This design comes from an exercise in tuning for small area on the open sky130 flow, not from production work.
At most, simulation tests tie the RTL to the original design; equivalence was not proved.
No activity file was given, so power comes from the tool's default toggle rates.

Design crossbar, start of the top module:
module crossbar (
	input clk,
	input reset,
	input master_0_req,				 
	output master_0_ack,
	input master_0_cmd,				 
	output master_0_resp,
	input [31:0] master_0_addr,
	input [31:0] master_0_wdata,
	output [31:0] master_0_rdata,
	input master_1_req,				 
	output master_1_ack,
	input master_1_cmd,				 
	output master_1_resp,
	input [31:0] master_1_addr,
	input [31:0] master_1_wdata,
	output [31:0] master_1_rdata,
	input master_2_req,
	output master_2_ack,
	input master_2_cmd,
	output master_2_resp,
	input [31:0] master_2_addr,
	input [31:0] master_2_wdata,
	output [31:0] master_2_rdata,
	input master_3_req,
	output master_3_ack,
	input master_3_cmd,
	output master_3_resp,
	input [31:0] master_3_addr,
	input [31:0] master_3_wdata,
	output [31:0] master_3_rdata,
	output slave_0_req,
	input slave_0_ack,
	output slave_0_cmd,
	input slave_0_resp,
	input [31:0] slave_0_rdata,
	output [31:0] slave_0_wdata,
	output [31:0] slave_0_addr,
	output slave_1_req,
	input slave_1_ack,
	output slave_1_cmd,
	input slave_1_resp,
	input [31:0] slave_1_rdata,
	output [31:0] slave_1_wdata,
	output [31:0] slave_1_addr,
	output slave_2_req,
	input slave_2_ack,
	output slave_2_cmd,
	input slave_2_resp,
	input [31:0] slave_2_rdata,
	output [31:0] slave_2_wdata,
	output [31:0] slave_2_addr,
	output slave_3_req,
	input slave_3_ack,
	output slave_3_cmd,
	input slave_3_resp,
	input [31:0] slave_3_rdata,
	output [31:0] slave_3_wdata,
	output [31:0] slave_3_addr
	);
	wire [3:0] r  = {master_3_req, master_2_req, master_1_req, master_0_req};
	wire [3:0] c  = {master_3_cmd, master_2_cmd, master_1_cmd, master_0_cmd};
	wire [3:0] k  = {slave_3_ack, slave_2_ack, slave_1_ack, slave_0_ack};
	wire [3:0] s  = {slave_3_resp, slave_2_resp, slave_1_resp, slave_0_resp};
	reg  [3:0] g;
	reg        m1, mx, la, le;
	reg  [1:0] ri;
	reg        rv;
	wire [3:0] g_d;
  ...
==> flow/config.mk <==
export PLATFORM = sky130hd
export DESIGN_NAME = crossbar
export DESIGN_NICKNAME = crossbar
export VERILOG_FILES = /design/flow/design.v
export SDC_FILE = /design/flow/constraint.sdc
export NUM_CORES = 4
export LEC_CHECK = 0
export CAP_MARGIN = 20
export CORE_AREA = 5 5 295 295
export CTS_BUF_LIST = sky130_fd_sc_hd__clkbuf_2 sky130_fd_sc_hd__clkbuf_4 sky130_fd_sc_hd__clkbuf_8
export DIE_AREA = 0 0 300 300
export SLEW_MARGIN = 20
export SYNTH_HIERARCHICAL = 1
==> flow/constraint.sdc <==
create_clock -name core_clock -period 6.0 [get_ports {clk}]
set_input_delay 1.2000 -clock core_clock [delete_from_list [all_inputs] [get_ports {clk}]]
set_output_delay 1.2000 -clock core_clock [all_outputs]
set_load 0.01 [all_outputs]
standard.sh (not shown) runs the stock make flow with config.mk's settings and CLKGATE_MAP_FILE= SYNTH_SCRIPT=/design/flow/synth_recipe.tcl, a recipe that flattens the netlist after the stock synthesis.
==> flow/flow/run.sh <==
#!/bin/bash
# Standard ORFS synthesis, then every combinational cell swapped to its lowest
# drive strength (the repair steps size up what needs it), then the standard
# ORFS layout with the smallest plain buffer on every port.
set -euo pipefail
RES=orfs/results/$FLOW_PLATFORM/crossbar/base
bash standard.sh synth > synth.log 2>&1
SYNTH_ODB=$RES/1_synth.odb openroad -no_init -exit flow/shrink.tcl > shrink.log 2>&1
bash standard.sh "BUFFER_PORTS_ARGS=-buffer_cell sky130_fd_sc_hd__buf_1" finish > standard.log 2>&1
==> flow/flow/shrink.tcl <==
# Swap every combinational cell of the synthesized netlist to the lowest drive
# strength of the same cell; the later repair steps size up what needs it.
# Flip-flops keep the cell type synthesis gave them.
read_db $::env(SYNTH_ODB)
set db [ord::get_db]
set block [ord::get_db_block]
set n 0
foreach inst [$block getInsts] {
  set m [[$inst getMaster] getName]
  if {![regexp {^(sky130_fd_sc_hd__[a-z0-9]+)_([0-9]+)$} $m -> base drive]} { continue }
  if {[regexp {__(df|ed|sd|dl|conb|tap|fill|decap|diode)} $base]} { continue }
  foreach d {1 0} {
    if {$d eq $drive} { break }
    set nm [$db findMaster ${base}_$d]
    if {$nm ne "NULL"} {
      $inst swapMaster $nm
      incr n
      break
    }
  }
}
puts "shrink: swapped $n cells"
write_db $::env(SYNTH_ODB)
The first run went through all stages and came out clean.
Change:
--- a/flow/flow/run.sh
+++ b/flow/flow/run.sh
@@ -7,3 +7,3 @@
 bash standard.sh synth > synth.log 2>&1
 SYNTH_ODB=$RES/1_synth.odb openroad -no_init -exit flow/shrink.tcl > shrink.log 2>&1
-bash standard.sh "BUFFER_PORTS_ARGS=-buffer_cell sky130_fd_sc_hd__buf_1" finish > standard.log 2>&1
+bash standard.sh "BUFFER_PORTS_ARGS=-buffer_cell sky130_fd_sc_hd__buf_1" "PLACE_PINS_ARGS=-min_distance 1 -min_distance_in_tracks" finish > standard.log 2>&1
Settings changed: CORE_AREA 5 5 295 295 to 5 5 245 245, CTS_BUF_LIST sky130_fd_sc_hd__clkbuf_2 sky130_fd_sc_hd__clkbuf_4 sky130_fd_sc_hd__clkbuf_8 to sky130_fd_sc_hd__clkbuf_4, DIE_AREA 0 0 300 300 to 0 0 250 250.
=> The new run went through all stages and came out clean; final area decreases by 5.4%; via count goes up by 1.2%; critical path depth is unchanged; synthesized area is unchanged; die area went down by 31%; clock power shrinks by 37%; final cell count fell by 13%; worst hold slack degrades by 0.0031 ns; non-clock buffer count shrinks by 4; wire length shrinks by 15%; combinational power shrinks by 7.3%.
Change:
--- a/flow/flow/run.sh
+++ b/flow/flow/run.sh
@@ -7,3 +7,3 @@
 bash standard.sh synth > synth.log 2>&1
 SYNTH_ODB=$RES/1_synth.odb openroad -no_init -exit flow/shrink.tcl > shrink.log 2>&1
-bash standard.sh "BUFFER_PORTS_ARGS=-buffer_cell sky130_fd_sc_hd__buf_1" "PLACE_PINS_ARGS=-min_distance 1 -min_distance_in_tracks" finish > standard.log 2>&1
+bash standard.sh "BUFFER_PORTS_ARGS=-buffer_cell sky130_fd_sc_hd__buf_1" finish > standard.log 2>&1
Settings changed: CORE_AREA 5 5 245 245 to 5 5 295 295, CTS_BUF_LIST sky130_fd_sc_hd__clkbuf_4 to sky130_fd_sc_hd__clkbuf_2 sky130_fd_sc_hd__clkbuf_4 sky130_fd_sc_hd__clkbuf_8, DIE_AREA 0 0 250 250 to 0 0 300 300, PLACE_DENSITY from default to 0.85.
Register-to-register slack gets worse by 0.16 ns.
Clock-buffer cell count is unchanged.
Worst setup slack gets worse by 0.16 ns.
Change:
Settings changed: CAP_MARGIN 20 to 5, CTS_BUF_LIST sky130_fd_sc_hd__clkbuf_2 sky130_fd_sc_hd__clkbuf_4 sky130_fd_sc_hd__clkbuf_8 to sky130_fd_sc_hd__clkbuf_4, PLACE_DENSITY 0.85 to default, SLEW_MARGIN 20 to 5.
=> First-iteration DRC count drops by 14%; count of clock-buffer cells in the layout stays the same; clock power falls by 16%; worst hold slack improves by 0.0050 ns; register-to-register slack is about the same.


crossbar, a different RTL version from the one above (not shown whole).
Size in the first run: about 670 cells after synthesis.
clock: 6.0 ns
lec_check: 0
cap_margin: 20
core_area: 5 5 155 155
cts_buf_list: sky130_fd_sc_hd__clkbuf_2
die_area: 0 0 160 160
slew_margin: 20
synth_hierarchical: 1
==> flow/flow/run.sh <==
#!/bin/bash
# Standard ORFS synthesis, then every combinational cell swapped to its lowest
# drive strength (the repair steps size up what needs it), then the standard
# ORFS layout with the smallest plain buffer on every port.
set -euo pipefail
RES=orfs/results/$FLOW_PLATFORM/crossbar/base
bash standard.sh synth > synth.log 2>&1
SYNTH_ODB=$RES/1_synth.odb openroad -no_init -exit flow/shrink.tcl > shrink.log 2>&1
bash standard.sh "BUFFER_PORTS_ARGS=-buffer_cell sky130_fd_sc_hd__buf_1" finish > standard.log 2>&1
Scripts as last shown in full above: flow/flow/shrink.tcl
The first run ended with an error in 3_2_place_iop, error PPL-0024.
Rerun with:
- CORE_AREA: 5 5 155 155 -> 5 5 295 295
- CTS_BUF_LIST: sky130_fd_sc_hd__clkbuf_2 -> not set
- DIE_AREA: 0 0 160 160 -> 0 0 300 300
What happened: The new run completed without violations. Area after synthesis is unchanged. Synthesized cell count does not change.
Rerun with:
- CORE_AREA: 5 5 295 295 -> 5 5 195 195
- CTS_BUF_LIST: not set -> sky130_fd_sc_hd__clkbuf_2
- DIE_AREA: 0 0 300 300 -> 0 0 200 200
What happened: Now the flow died in 3_2_place_iop. Synthesized cell count does not change. Area after synthesis does not change.
Function was not checked in any run of this note: the RTL went through the layout flow alone.


crossbar with an RTL version that a note above also has.
For scale: ~800 I/O pins, ~3800 sq um of cells after synthesis.
export LEC_CHECK = 0
export CAP_MARGIN = 20
export CORE_AREA = 5 5 295 295
export CTS_BUF_LIST = sky130_fd_sc_hd__clkbuf_4
export DIE_AREA = 0 0 300 300
export SLEW_MARGIN = 20
export SYNTH_HIERARCHICAL = 1
create_clock -name core_clock -period 6.0 [get_ports {clk}]
==> flow/flow/run.sh <==
#!/bin/bash
# Standard ORFS synthesis, then every combinational cell swapped to its lowest
# drive strength (the repair steps size up what needs it), then the standard
# ORFS layout with the smallest plain buffer on every port, and the pins of each
# data bit (the four masters' and four slaves' copies) placed side by side.
set -euo pipefail
RES=orfs/results/$FLOW_PLATFORM/crossbar/base
bash standard.sh synth > synth.log 2>&1
SYNTH_ODB=$RES/1_synth.odb openroad -no_init -exit flow/shrink.tcl > shrink.log 2>&1
bash standard.sh "BUFFER_PORTS_ARGS=-buffer_cell sky130_fd_sc_hd__buf_1" "PLACE_PINS_ARGS=$(cat flow/pin_groups.txt)" GPL_KEEP_OVERFLOW=0.22 "CTS_ARGS=-sink_clustering_enable -repair_clock_nets -buf_list sky130_fd_sc_hd__clkbuf_4 -dont_use_dummy_load" finish > standard.log 2>&1
Scripts as last shown in full above: flow/flow/shrink.tcl
Other scripts of this flow, unchanged in this note and not shown: flow/flow/pin_groups.txt
The starting point completed without violations.
==> next run, changes <==
--- a/flow/flow/run.sh
+++ b/flow/flow/run.sh
@@ -10 +10 @@
-bash standard.sh "BUFFER_PORTS_ARGS=-buffer_cell sky130_fd_sc_hd__buf_1" "PLACE_PINS_ARGS=$(cat flow/pin_groups.txt)" GPL_KEEP_OVERFLOW=0.22 "CTS_ARGS=-sink_clustering_enable -repair_clock_nets -buf_list sky130_fd_sc_hd__clkbuf_4 -dont_use_dummy_load" finish > standard.log 2>&1
+bash standard.sh "BUFFER_PORTS_ARGS=-buffer_cell sky130_fd_sc_hd__buf_1" "PLACE_PINS_ARGS=$(cat flow/pin_groups.txt)" "CTS_ARGS=-sink_clustering_enable -repair_clock_nets -buf_list sky130_fd_sc_hd__clkbuf_4 -dont_use_dummy_load" finish > standard.log 2>&1
After rerunning:
- non-clock buffer count shrinks by 1
- cell area hardly moves
- fmax decreases by about 6%
- wire length rose by 2.4%
- register-to-register slack gets better by 0.07 ns
- clock-buffer cell count does not change
- synthesized cell count does not change
- setup slack is worse by 0.25 ns
- die area is unchanged
- sequential power went up by about 9%
- power rises by about 1.7%
==> next run, changes <==
--- a/flow/flow/run.sh
+++ b/flow/flow/run.sh
@@ -10 +10 @@
-bash standard.sh "BUFFER_PORTS_ARGS=-buffer_cell sky130_fd_sc_hd__buf_1" "PLACE_PINS_ARGS=$(cat flow/pin_groups.txt)" "CTS_ARGS=-sink_clustering_enable -repair_clock_nets -buf_list sky130_fd_sc_hd__clkbuf_4 -dont_use_dummy_load" finish > standard.log 2>&1
+bash standard.sh "BUFFER_PORTS_ARGS=-buffer_cell sky130_fd_sc_hd__buf_1" "PLACE_PINS_ARGS=$(cat flow/pin_groups.txt)" finish > standard.log 2>&1
The new run passed the timing, DRC and antenna checks.
Via count climbs by 0.49%.
Critical path depth does not change.
Synthesized cell count does not change.
Setup slack gains 0.015 ns.
Maximum frequency goes up by 0.35%.
Count of clock-buffer cells in the layout increases by 1.
Final area barely changes.
==> next run, changes <==
--- a/flow/flow/run.sh
+++ b/flow/flow/run.sh
@@ -10 +10 @@
-bash standard.sh "BUFFER_PORTS_ARGS=-buffer_cell sky130_fd_sc_hd__buf_1" "PLACE_PINS_ARGS=$(cat flow/pin_groups.txt)" finish > standard.log 2>&1
+bash standard.sh "BUFFER_PORTS_ARGS=-buffer_cell sky130_fd_sc_hd__buf_1" "PLACE_PINS_ARGS=$(cat flow/pin_groups.txt)" GPL_KEEP_OVERFLOW=0.3 "CTS_ARGS=-sink_clustering_enable -repair_clock_nets -buf_list sky130_fd_sc_hd__clkbuf_4 -dont_use_dummy_load" finish > standard.log 2>&1
The changed run ran to the end with no violations. Area after synthesis is unchanged. Maximum frequency rises by 5.7%. Clock-buffer cell count falls by 1.
==> next run, changes <==
--- a/flow/flow/run.sh
+++ b/flow/flow/run.sh
@@ -10 +10 @@
-bash standard.sh "BUFFER_PORTS_ARGS=-buffer_cell sky130_fd_sc_hd__buf_1" "PLACE_PINS_ARGS=$(cat flow/pin_groups.txt)" GPL_KEEP_OVERFLOW=0.3 "CTS_ARGS=-sink_clustering_enable -repair_clock_nets -buf_list sky130_fd_sc_hd__clkbuf_4 -dont_use_dummy_load" finish > standard.log 2>&1
+bash standard.sh "BUFFER_PORTS_ARGS=-buffer_cell sky130_fd_sc_hd__buf_1" "PLACE_PINS_ARGS=$(cat flow/pin_groups.txt)" "CTS_ARGS=-sink_clustering_enable -repair_clock_nets -buf_list sky130_fd_sc_hd__clkbuf_4 -dont_use_dummy_load" finish > standard.log 2>&1
Settings changed: CORE_AREA 5 5 295 295 to 5 5 275 275, DIE_AREA 0 0 300 300 to 0 0 280 280.
Result: Non-clock buffer count rises by 4. Wire length drops by 5.2%. Synthesized cell count does not change. Worst setup slack gets worse by 0.48 ns. Total power drops by about 1.2%.
==> next run, changes <==
Settings changed: CORE_AREA 5 5 275 275 to 5 5 295 295, DIE_AREA 0 0 280 280 to 0 0 300 300, GPL_ROUTABILITY_DRIVEN set to 0.
Result:
- The changed run completed without violations
- core utilization falls by 1.3 points
- sequential power is about the same
- global-route usage falls by 0.27 points
- worst hold slack hardly moves
- count of clock-buffer cells in the layout is unchanged
- synthesized cell count is unchanged
- register-to-register slack is worse by 0.22 ns
- die area rises by 15%

## port drivers added, routing unchanged
How much do the figures lean on ideal ports? The routed layouts below were timed once more, with nothing changed but the port constraints.
Step 1 sets driving cells, clkbuf_16 on the clock port and buf_2 on the other inputs (assumed; they add their load-dependent delay and slew).
Step 2 also shifts input and output timing later by t, the mid clock arrival at the registers, as if the neighbouring blocks saw the same clock.
a / b / c = no drivers / after step 1 / after step 2; a / b = the first two.
run	t (ns)	setup slack, ns	worst register clock-pin slew, ns
the first run of note 1	0.285	1.487 / 1.402 / 1.402	0.06 / 0.06
the second run of note 1	0.297	1.530 / 1.433 / 1.433	0.08 / 0.08
the third run of note 1	0.286	1.371 / 1.347 / 1.347	0.05 / 0.05
the fourth run of note 1	0.332	1.487 / 1.402 / 1.402	0.10 / 0.10
the second run of note 2	0.282	1.087 / 1.058 / 1.058	0.05 / 0.05
the first run of note 3	0.274	1.875 / 1.854 / 1.854	0.07 / 0.07
the second run of note 3	0.317	1.625 / 1.596 / 1.596	0.09 / 0.09
the third run of note 3	0.317	1.641 / 1.612 / 1.612	0.09 / 0.09
the fourth run of note 3	0.274	1.875 / 1.854 / 1.854	0.07 / 0.07
the fifth run of note 3	0.288	1.390 / 1.363 / 1.363	0.07 / 0.07
the sixth run of note 3	0.317	1.625 / 1.596 / 1.596	0.09 / 0.09
After both steps every run listed still meets setup and hold. For the second run of note 1, which loses most, drivers alone change the setup slack by -0.097 ns; drivers and shift together by -0.097 ns.
